Background: an optimization exercise with open tools, aiming at a short achievable clock period and few clock cycles. Do not read the settings as production practice. In this exercise RTL edits were held to simulation tests only and were not proved equivalent to the original. Power figures rest on the tool's default switching activity, not on a simulated workload.

[flow/config.mk]
export PLATFORM = sky130hd
export DESIGN_NAME = mips
export DESIGN_NICKNAME = mips
export VERILOG_FILES = /design/flow/design.v
export SDC_FILE = /design/flow/constraint.sdc
export NUM_CORES = 4
export LEC_CHECK = 0
export CAP_MARGIN = 20
export CORE_MARGIN = 2
export CORE_UTILIZATION = 40
export SLEW_MARGIN = 20
[flow/constraint.sdc]
create_clock -name core_clock -period 4.0 [get_ports {clk}]
set_input_delay 0.8000 -clock core_clock [delete_from_list [all_inputs] [get_ports {clk}]]
set_output_delay 0.8000 -clock core_clock [all_outputs]
set_load 0.01 [all_outputs]
[flow/design.v]
`timescale 1ns/10ps
module alucontrol( alucont, aluop, funct ) ;
   input  [1:0] aluop   ;
   input  [5:0] funct   ;
   output reg [2:0] alucont ;
   always @(aluop or funct)
      case(aluop)
         2'b00: alucont <= 3'b010;   
         2'b01: alucont <= 3'b110;   
         default: case(funct)        
                     6'b100000: alucont <= 3'b010;  
                     6'b100010: alucont <= 3'b110;  
                     6'b100100: alucont <= 3'b000;  
                     6'b100101: alucont <= 3'b001;  
                     6'b101010: alucont <= 3'b111;  
                     default:   alucont <= 3'b101;  
                  endcase
      endcase
endmodule
`timescale 1ns/10ps
module regfile
    (rd1, rd2, clk, regwrite, ra1, ra2, wa, wd) ;
   parameter WIDTH = 8;
   parameter REGBITS = 3;
   input        clk ;
   input        regwrite ;   
   input  [REGBITS - 1:0] ra1 ;	     
   input  [REGBITS - 1:0] ra2 ;	     
   input  [REGBITS - 1:0] wa  ;  	     
   input  [WIDTH - 1:0] wd  ;	     
   output [WIDTH - 1:0]  rd1, rd2 ;  
   reg  [WIDTH - 1:0] REGS [(1 << REGBITS) - 1:0];
   always @(posedge clk)
      if (regwrite) REGS[wa] <= wd;	
   assign rd1 = ra1 ? REGS[ra1] : 0;    
   assign rd2 = ra2 ? REGS[ra2] : 0;    
endmodule
`timescale 1ns/10ps
module alu (result, a, b, alucont) ;
   input  [7:0] a, b ;
   input  [2:0] alucont ;
   output [7:0] result ;
   reg    [7:0] result ;
   wire   [7:0] b2, sum, slt ;
   assign b2 = alucont[2] ? ~b:b ; 
   assign sum = a + b2 + alucont[2] ;
   assign slt = sum[7] ;
   always@(a or b or alucont or sum or slt)
      case(alucont[1:0])
         2'b00: result <= a & b ;
         2'b01: result <= a | b ;
         2'b10: result <= sum ;
         2'b11: result <= slt ;
      endcase
endmodule
`timescale 1ns/10ps
module controller (input clk, rst,
    input [5:0] op,
    output reg memread, memwrite, alusrca, memtoreg, iord,
    output reg regwrite, regdst,
    output reg [1:0] pcsource, alusrcb, aluop,
    output reg [3:0] irwrite,
    output reg pcwrite, branch);
    parameter FETCH1     = 4'b0001;
    parameter FETCH2     = 4'b0010;
    parameter FETCH3     = 4'b0011;
    parameter FETCH4     = 4'b0100;
    parameter DECODE     = 4'b0101;
    parameter MEMADR     = 4'b0110;
    parameter LBRD       = 4'b0111;
    parameter LBWR       = 4'b1000;
    parameter SBWR       = 4'b1001;
    parameter RTYPEEX    = 4'b1010;
    parameter RTYPEWR    = 4'b1011;
    parameter BEQEX      = 4'b1100;
    parameter JEX        = 4'b1101;
    parameter ADDIWR     = 4'b1110;  
    parameter LB        = 6'b100000;
    parameter SB        = 6'b101000;
    parameter RTYPE     = 6'b000000;
    parameter BEQ       = 6'b000100;
    parameter J         = 6'b000010;
    parameter ADDI      = 6'b001000;
    reg [3:0] state, nextstate;  
    reg pcwritesec;
    always @(posedge clk) begin  
        if (rst) state <= FETCH1;
        else state <= nextstate;
    end
    always @(*) begin
        case (state) 
            FETCH1: nextstate <= FETCH2;
            FETCH2: nextstate <= FETCH3;
            FETCH3: nextstate <= FETCH4;
            FETCH4: nextstate <= DECODE;
            DECODE: case(op)
                LB:     nextstate <= MEMADR;
                SB:     nextstate <= MEMADR;
                ADDI:   nextstate <= MEMADR;
                RTYPE:  nextstate <= RTYPEEX;
                BEQ:    nextstate <= BEQEX;
                J:      nextstate <= JEX;
                default: nextstate <= FETCH1;
            endcase
            MEMADR: case(op)
                LB:     nextstate <= LBRD;
                SB:     nextstate <= SBWR;
                ADDI:   nextstate <= ADDIWR;
                default: nextstate <= FETCH1;
            endcase
            LBRD:    nextstate <= LBWR;
            LBWR:    nextstate <= FETCH1;
            SBWR:    nextstate <= FETCH1;
            RTYPEEX: nextstate <= RTYPEWR;
            RTYPEWR: nextstate <= FETCH1;
            BEQEX:   nextstate <= FETCH1;
            JEX:     nextstate <= FETCH1;
            ADDIWR:  nextstate <= FETCH1;
            default: nextstate <= FETCH1;
        endcase 
    end
    always @(*) begin
        irwrite <= 4'b0000;
        pcwrite <= 0;
        branch <= 0;
        pcwritesec <= 0;
        regwrite <= 0;
        regdst <= 0;
        memread <= 0;
        memwrite <= 0;
        alusrca <= 0;
        alusrcb <= 2'b00;
        aluop <= 2'b00;
        pcsource <= 2'b00;
        iord <= 0;
        memtoreg <= 0;
        case(state)
            FETCH1: begin
                memread <= 1;
                irwrite <= 4'b0001;
                alusrcb <= 2'b01;
                pcwrite <= 1;
            end
            FETCH2: begin
                memread <= 1;
                irwrite <= 4'b0010;
                alusrcb <= 2'b01;
                pcwrite <= 1;
            end
            FETCH3: begin
                memread <= 1;
                irwrite <= 4'b0100;
                alusrcb <= 2'b01;
                pcwrite <= 1;
            end
            FETCH4: begin
                memread <= 1;
                irwrite <= 4'b1000;
                alusrcb <= 2'b01;
                pcwrite <= 1;
            end
            DECODE: begin
                alusrca <= 0;
                alusrcb <= 2'b11;
                aluop <= 2'b00;
            end
            MEMADR: begin
                alusrca <= 1;
                alusrcb <= 2'b10;
                aluop <= 2'b00;
            end
            RTYPEEX: begin
                alusrca <= 1;
                alusrcb <= 2'b00;
                aluop <= 2'b10;
            end
            BEQEX: begin
                alusrca <= 1;
                alusrcb <= 2'b00;
                aluop <= 2'b01;
                branch <= 1;
                pcsource <= 2'b01;
            end
            JEX: begin
                pcwrite <= 1;
                pcsource <= 2'b10;
            end
            ADDIWR: begin
                regwrite <= 1;
                iord <= 1;
            end
            LBRD: begin
                memread <= 1;
                iord <= 1;
            end
            SBWR: begin
                memwrite <= 1;
                iord <= 1;
            end
            RTYPEWR: begin
                regdst <= 1;
                regwrite <= 1;
            end
            LBWR: begin
                regwrite <= 1;
                memtoreg <= 1;
            end
        endcase
    end
endmodule
`timescale 1ns/10ps
module dff (input d,
	    input clk,
	    input rst,
       input en,
	    output reg q,
	    output q_not);
   always @ (posedge clk) begin  
      if (rst) begin
	      q <= 0;
      end
      else begin
         if (en) begin
	         q <= d;
         end
         else begin
            q <= q;
         end
      end
   end
   assign q_not = ~q;
endmodule  
`timescale 1ns/10ps
module dff8bit (input [7:0] d,
	    input clk,
	    input rst,
       input en,
	    output reg [7:0] q);
   always @ (posedge clk) begin 
      if (rst) begin
	       q <= 8'b00000000;
      end
      else begin
	      if (en) begin
	         q <= d;
         end
         else begin
            q <= q;
         end
      end
   end
endmodule  
`timescale 1ns/10ps
module mux(input [7:0] a,	
	   input [7:0] b,	
	   input sel,
	   output [7:0] out);
   assign out = sel ? a : b;
endmodule  
`timescale 1ns/10ps
module mux_smallData(input [2:0] a,	
	   input [2:0] b,	
	   input sel,
	   output [2:0] out);
   assign out = sel ? a : b;
endmodule  
`timescale 1ns/10ps
module mux4(input [7:0] a,
	    input [7:0] b,
	    input [7:0] c,
	    input [7:0] d,
	    input [1:0] sel,
	    output reg [7:0] out);
   always @ (*) begin
      case (sel)
	2'b00: out <= a;
	2'b01: out <= b;
	2'b10: out <= c;
	2'b11: out <= d;
	default: out <= out;
      endcase  
   end
endmodule  
`timescale 1ns/10ps
module datapath (adr, instr, writedata, zero, 
                 alucontrol, alusrca, alusrcb, iord, irwrite, memdata, 
		           memtoreg, pcen, pcsource, regdst, regwrite,
		           clk, reset, const_gnd) ;
   input  [2:0]  alucontrol ;   
   input         alusrca    ;   
   input  [1:0]  alusrcb    ;   
   input 	       iord       ;   
   input  [3:0]  irwrite    ;   
   input  [7:0]  memdata    ;   
   input 	       memtoreg   ;   
   input         pcen       ;   
   input 	       regdst     ;   
   input 	       regwrite   ;   
   input  [1:0]  pcsource   ;   
   input         clk, reset ; 
   input         const_gnd  ;   
   output [ 7:0] adr        ;   
   output [31:0] instr      ;   
   output [ 7:0] writedata  ;   
   output        zero       ;   
   wire   [2:0]  ra1, ra2, wa ;   
   wire   [7:0]  rd1, rd2, wd ;   
   wire   [7:0]  pc, nextpc   ;	  
   wire   [7:0]  data         ;   
   wire   [7:0]  to_mux_to_srca, srca, srcb, aluresult, aluout ;   
   wire   [7:0]  constx4      ;	  
   assign constx4 = {instr[5:0], {2{const_gnd}}};
   assign ra1 = instr[23:21];
   assign ra2 = instr[18:16];
   dff8bit instr_dtf1(.d(memdata),
           .clk(clk),
           .rst(reset),
           .en(irwrite[0]),
           .q(instr[31:24])
           );
   dff8bit instr_dtf2(.d(memdata),
           .clk(clk),
           .rst(reset),
           .en(irwrite[1]),
           .q(instr[23:16])
           );
   dff8bit instr_dtf3(.d(memdata),
           .clk(clk),
           .rst(reset),
           .en(irwrite[2]),
           .q(instr[15:8])
           );
   dff8bit instr_dtf4(.d(memdata),
           .clk(clk),
           .rst(reset),
           .en(irwrite[3]),
           .q(instr[7:0])
           );
   dff8bit rd_dtf1(.d(rd1),
           .clk(clk),
           .rst(reset),
           .en(~const_gnd),
           .q(to_mux_to_srca)  
           ); 
   dff8bit rd_dtf2(.d(rd2),
         .clk(clk),
         .rst(reset),
         .en(~const_gnd),
         .q(writedata)
         );
   dff8bit aluout_dtf(.d(aluresult),
         .clk(clk),
         .rst(reset),
         .en(~const_gnd),
         .q(aluout)
         );
   dff8bit pc_dtf(.d(nextpc),
         .clk(clk),
         .rst(reset),
         .en(pcen),
         .q(pc)
         );
   dff8bit data_dtf(.d(memdata),
         .clk(clk),
         .rst(reset),
         .en(~const_gnd),
         .q(data)
         );
   mux rd1_mux(.a(to_mux_to_srca),
        .b(pc),
        .sel(alusrca),
        .out(srca)
        );
   mux4 rd2_mux(.a(writedata),
        .b({{7{const_gnd}}, ~const_gnd}),
        .c(instr[7:0]),
        .d(constx4),
        .sel(alusrcb),
        .out(srcb)
        );
   mux4 nextpc_mux(.a(aluresult),
        .b(aluout),
        .c(constx4),
        .d({8{const_gnd}}),
        .sel(pcsource),
        .out(nextpc)
        );
   mux adr_mux(.a(aluout),
        .b(pc),
        .sel(iord),
        .out(adr)
        );
   mux wd_mux(.a(data),
        .b(aluout),
        .sel(memtoreg),
        .out(wd)
        );
   mux_smallData wa_mux(.a(instr[13:11]),
        .b(instr[18:16]),
        .sel(regdst),
        .out(wa)
        );
   regfile test_reg(.rd1(rd1),
                    .rd2(rd2),
                    .clk(clk),
                    .regwrite(regwrite),
                    .ra1(ra1),
                    .ra2(ra2),
                    .wa(wa),
                    .wd(wd)
                    );
   alu inst_alu(.result(aluresult),
                .a(srca),
                .b(srcb),
                .alucont(alucontrol)
                );
   assign zero = (aluresult == 0);
endmodule
`timescale 1ns/10ps
module pc_controller(input pcwrite,
                     input branch,
                     input zero,
                     output pcen);
    assign pcen = pcwrite | (zero & branch);
endmodule  
`timescale 1ns/10ps
module mips
    ( clk, rst, memdata, memread, memwrite, writedata, adr);  
    parameter WIDTH = 8;
    parameter REGBITS = 3;
    input clk;
    input rst;
    input [WIDTH - 1:0] memdata;
    output memread;
    output memwrite;
    output [WIDTH - 1:0] writedata;
    output [WIDTH - 1:0] adr;
    wire [31:0] instr;
    wire        zero, alusrca, memtoreg, iord, pcen, regwrite, regdst;
    wire [1:0]  aluop, pcsource, alusrcb;
    wire [3:0]  irwrite;
    wire [2:0]  alucont;
    wire pcwrite, branch;
    controller cont(.clk(clk),
                    .rst(rst),
                    .op(instr[31:26]),
                    .memread(memread),
                    .memwrite(memwrite),
                    .alusrca(alusrca),
                    .memtoreg(memtoreg),
                    .iord(iord),
                    .regwrite(regwrite),
                    .regdst(regdst),
                    .pcsource(pcsource),
                    .alusrcb(alusrcb),
                    .aluop(aluop),
                    .irwrite(irwrite),
                    .pcwrite(pcwrite),
                    .branch(branch));
    alucontrol ac(.aluop(aluop),
                  .funct(instr[5:0]),  
                  .alucont(alucont));
    datapath dp(.clk(clk),
                .reset(rst),
                .memdata(memdata),
                .adr(adr),
                .writedata(writedata),
                .alusrca(alusrca),
                .alusrcb(alusrcb),
                .iord(iord),
                .pcen(pcen),
                .zero(zero),
                .irwrite(irwrite),
                .memtoreg(memtoreg),
                .pcsource(pcsource),
                .regwrite(regwrite),
                .regdst(regdst),
                .instr(instr),
                .alucontrol(alucont),
                .const_gnd(1'b0)
                );
    pc_controller pc(.zero(zero),
                     .pcen(pcen),
                     .pcwrite(pcwrite),
                     .branch(branch));
endmodule
[flow/run.sh]
#!/bin/bash
# synth_recipe.tcl (not shown) runs the flow's synth.tcl, then flattens the netlist and writes it again
# the make line also repeats each setting of config.mk as NAME=value (left out here)
make -C /OpenROAD-flow-scripts/flow DESIGN_CONFIG=/design/flow/config.mk WORK_HOME=/design/flow/orfs CLKGATE_MAP_FILE= SYNTH_SCRIPT=/design/flow/synth_recipe.tcl finish
==> results.ini <==
[timing]
slew_headroom_pct = 28.9
finalCritPeriodShare_pct = 95.7
timing.fmax_mhz = 261
hold_viol = 0
finalWorstSetupSlack_ns = 0.173
min_period_ns = 3.83
finalSetupViolCount = 0
setup-tns-final_ns = 0
skew_ns = 0.00870
worst_pin_slew_ns = 1.06
slew_viol_final = 0

[setup_path]
crit_fanout = 12
reg2reg_slack_ns = 0.18
cp.arrival_ns = 3.03
critPathLaunchType = flop
path_class = reg -> out
required_ns = 3.20
worstSetupEndpointType = output pin

[routing]
vias = 5287
ant_nets = 0
drt-initial-drc-count = 561
vias_per_cell = 5.85
routed_wirelength_um = 19000
firstDrtPassIters = 5
wire_per_inst_um = 21.0
drc = 0

[synthesis]
synth_ff_type = dfxtp_1
ys_warn_count = 6
ys_ff_latch = 131
synth_edf_count = 64
synth_fp_nets = 627
avgSynthCellArea_um2 = 11.4
synthCells = 609
ys_seq_area_share_pct = 47.1
synthesis.area_mm2 = 0.00693
synth_cell_types = 80
synthArstFlopShare_pct = 0

[placed_design]
portBuffers = 27
post-place-ws_ns = 0.0223
globalplace.congestion = 0.932
hpwl_um = 13700

[power_and_ir_drop]
ir_worst_vdd_mv = 0.418
p_per_area_mw_per_mm2 = 590
power_leakage_uw = 0.00301

[global_route]
track_usage_pct = 21.6
grt_max_degree = 41
grt_pass1_vias = 5235
gr-usage-met1_pct = 27.0
grt.met3_usage_pct = 3.97
busiest_layer = met2
grt_pass1_wl_um = 29200
grt_overflow = 0
antenna_found_initial = 0
grt_use_met2_pct = 37.0

[run_status]
outcome = finished clean

[die]
start_util_pct = 40.5
ios = 28
dieArea_mm2 = 0.0184
core_region_area_mm2 = 0.0171
rows = 48
die_x_um = 136
fp.dieH_um = 136

[cts]
clkLatencyLatePin_ns = 0.41
cts_buffer_depth = 2
root_buffer = clkbuf_16
clock_tree.htree_level_count = 4
cts_tree = built
cts_sinks = 131
cts_made_buffers = 17
path_clk_slew_ns = 0.06

[flow_run]
maxCapViolCount = 0

[final_layout]
layout.nets = 684
diodes = 0
area_delta_synth_final_pct = 20.4
drive_above_1_share_pct = 21.8

[min_path]
min_path_type = reg -> reg

-- path summary, 6_finish.rpt --
check / from / cells past startpoint / endpoint
worst max-delay path: cont.state[2] / 9 / adr[3]
worst min-delay path: dp.instr_dtf4.q[7] / 2 / dp.instr_dtf4.q[7]
worst max register to register: cont.state[3] / 16 / dp.pc_dtf.q[4]
worst min register to register: dp.instr_dtf4.q[7] / 2 / dp.instr_dtf4.q[7]
-- final cells by class --
cell class | instances | area, um^2
clock inverters | 14 | 176
clock buffers | 18 | 429
repair buffers | 73 | 641
well taps | 225 | 282
fillers | 1539 | 8770
flip-flops and latches | 131 | 3270
inverters | 9 | 33.8
multi-input cells | 434 | 3520
-- sequential cells by signal, indices dropped and copies added, names as in the netlist --
name and flops:
dp.aluout_dtf.q 8, dp.rd_dtf1.q 8, dp.instr_dtf1.q 6, dp.rd_dtf2.q 8
dp.data_dtf.q 8, dp.instr_dtf2.q 6, dp.pc_dtf.q 8, cont.state 4
dp.test_reg.REGS 64, dp.instr_dtf4.q 8, dp.instr_dtf3.q 3
-- cell families (layout without fill, tap and decap cells) --
logic type | Yosys count | after routing | synth area share (%)
AOI/OAI and AO/OA | 123 | 123 | 13.1
xor gates and xnor gates | 12 | 12 | 1.52
adders and majority gates | 8 | 8 | 1.55
buffers and inverters | 44 | 114 | 2.60
DFF | 131 | 131 | 47.1
muxes | 98 | 98 | 20.2
and+or+nand+nor | 193 | 193 | 13.9
-- stage by stage --
| step | total power (uW) | cell area [um^2] | util (%) | std cells | hold WS [ns] |
|---|---|---|---|---|---|
| after floorplan | 2730 | 6930 | - | 609 | 0.436 |
| after global placement | 3230 | 7670 | 44.8 | 868 | 0.448 |
| after detailed placement | 3250 | 7670 | 44.8 | 868 | 0.451 |
| final | 4930 | 8350 | 48.8 | 904 | 0.461 |
| after global routing | 5160 | 8350 | 48.8 | 904 | 0.485 |
| after CTS | 4850 | 8280 | 48.4 | 900 | 0.460 |
-- worst max-delay path: stages, from the launching register on --
cell	delay [ns]
dfxtp_2	0.38
buf_4	0.19
inv_1	0.12
buf_4	0.16
nand2_1	0.11
mux2i_1	0.15
nand2_1	0.07
o21ai_1	0.50
mux2_2	0.46
clkdlybuf4s50_1	0.48
-- where the power goes --
part	internal (uW)	leakage, uW	total, uW	switching, uW
clock network	990	0.000289	1580	595
logic	758	0.00156	1650	889
registers	1560	0.00116	1690	137
total	3300	0.00301	4930	1620
-- cells in the mapped netlist, drive strengths merged, types with 7 or more instances --
| library cell | count | area (um^2) |
|---|---|---|
| mux2i | 48 | 480 |
| xor2 | 9 | 78.8 |
| nor2b | 14 | 87.6 |
| mux2 | 18 | 203 |
| nor2 | 61 | 229 |
| a21oi | 30 | 150 |
| a21o | 8 | 60.1 |
| dfxtp | 67 | 1340 |
| edfxtp | 64 | 1920 |
| buf | 10 | 52.5 |
| nand2 | 51 | 191 |
| inv | 8 | 30.0 |
| mux4 | 32 | 721 |
| nand3 | 7 | 35.0 |
| nor3 | 9 | 50.1 |
| ha | 7 | 87.6 |
| nand2b | 9 | 56.3 |
| a211oi | 8 | 77.6 |
| o21ai | 24 | 131 |
| clkbuf | 25 | 93.8 |
-- layer usage --
| metal | wire length [um] | vias to the layer above |
|---|---|---|
| met5 | 0 | - |
| met4 | 416 | 0 |
| met3 | 968 | 32 |
| met2 | 9520 | 180 |
| met1 | 8110 | 2639 |
| li1 | - | 2436 |
-- cells in the final DEF, fill, tap and decap left out, drive strengths merged, types with 4 or more instances in the layout --
| cell type | instances |
|---|---|
| o211ai | 6 |
| nor2b | 14 |
| nand4 | 4 |
| clkinv | 4 |
| or3 | 5 |
| a211oi | 8 |
| a21o | 8 |
| nand2b | 9 |
| mux2i | 48 |
| a21oi | 30 |
| nor3 | 9 |
| clkbuf | 18 |
| and2 | 5 |
| mux4 | 32 |
| xor2 | 9 |
| a222oi | 4 |
| nor2 | 61 |
| and3 | 5 |
| o21ai | 24 |
| a22oi | 4 |
| buf | 46 |
| clkdlybuf4s50 | 27 |
| edfxtp | 64 |
| ha | 7 |
| nand2 | 51 |
| inv | 14 |
| mux2 | 18 |
| dfxtp | 67 |
| nand3 | 7 |
-- timing repair --
action	CTS	global route
resized for setup	0	8
buffers inserted	0	4
hold buffers	0	0
pin swaps	1	4
setup endpoints to repair	2	12
Testbench counts, summed over its fixed seeds: cycles 234,000.

[afterwards: timing with drivers on the ports]
Ports are ideal in the flow. The routed layout listed here was re-timed in OpenROAD. Step 1 (the two cells are an assumption about what drives the block):
set clk [get_ports {clk}]
set_driving_cell -lib_cell sky130_fd_sc_hd__clkbuf_16 $clk
set_driving_cell -lib_cell sky130_fd_sc_hd__buf_2 [delete_from_list [all_inputs] $clk]
Step 2 also shifts input and output timing later by t, the mid clock arrival at the registers, as if the neighbouring blocks saw the same clock. a / b / c = ideal ports / drivers / drivers and shift; a / b = the first two.
t (ns): 0.452
setup slack, ns: 0.173 / 0.130 / 0.177
hold slack, ns: 0.461 / 0.461 / 0.461
slew at the worst register clock pin (ns): 0.06 / 0.06
After both steps setup and hold are still met in this run. For this run, drivers alone change the setup slack by -0.043 ns; drivers and shift together by +0.004 ns.
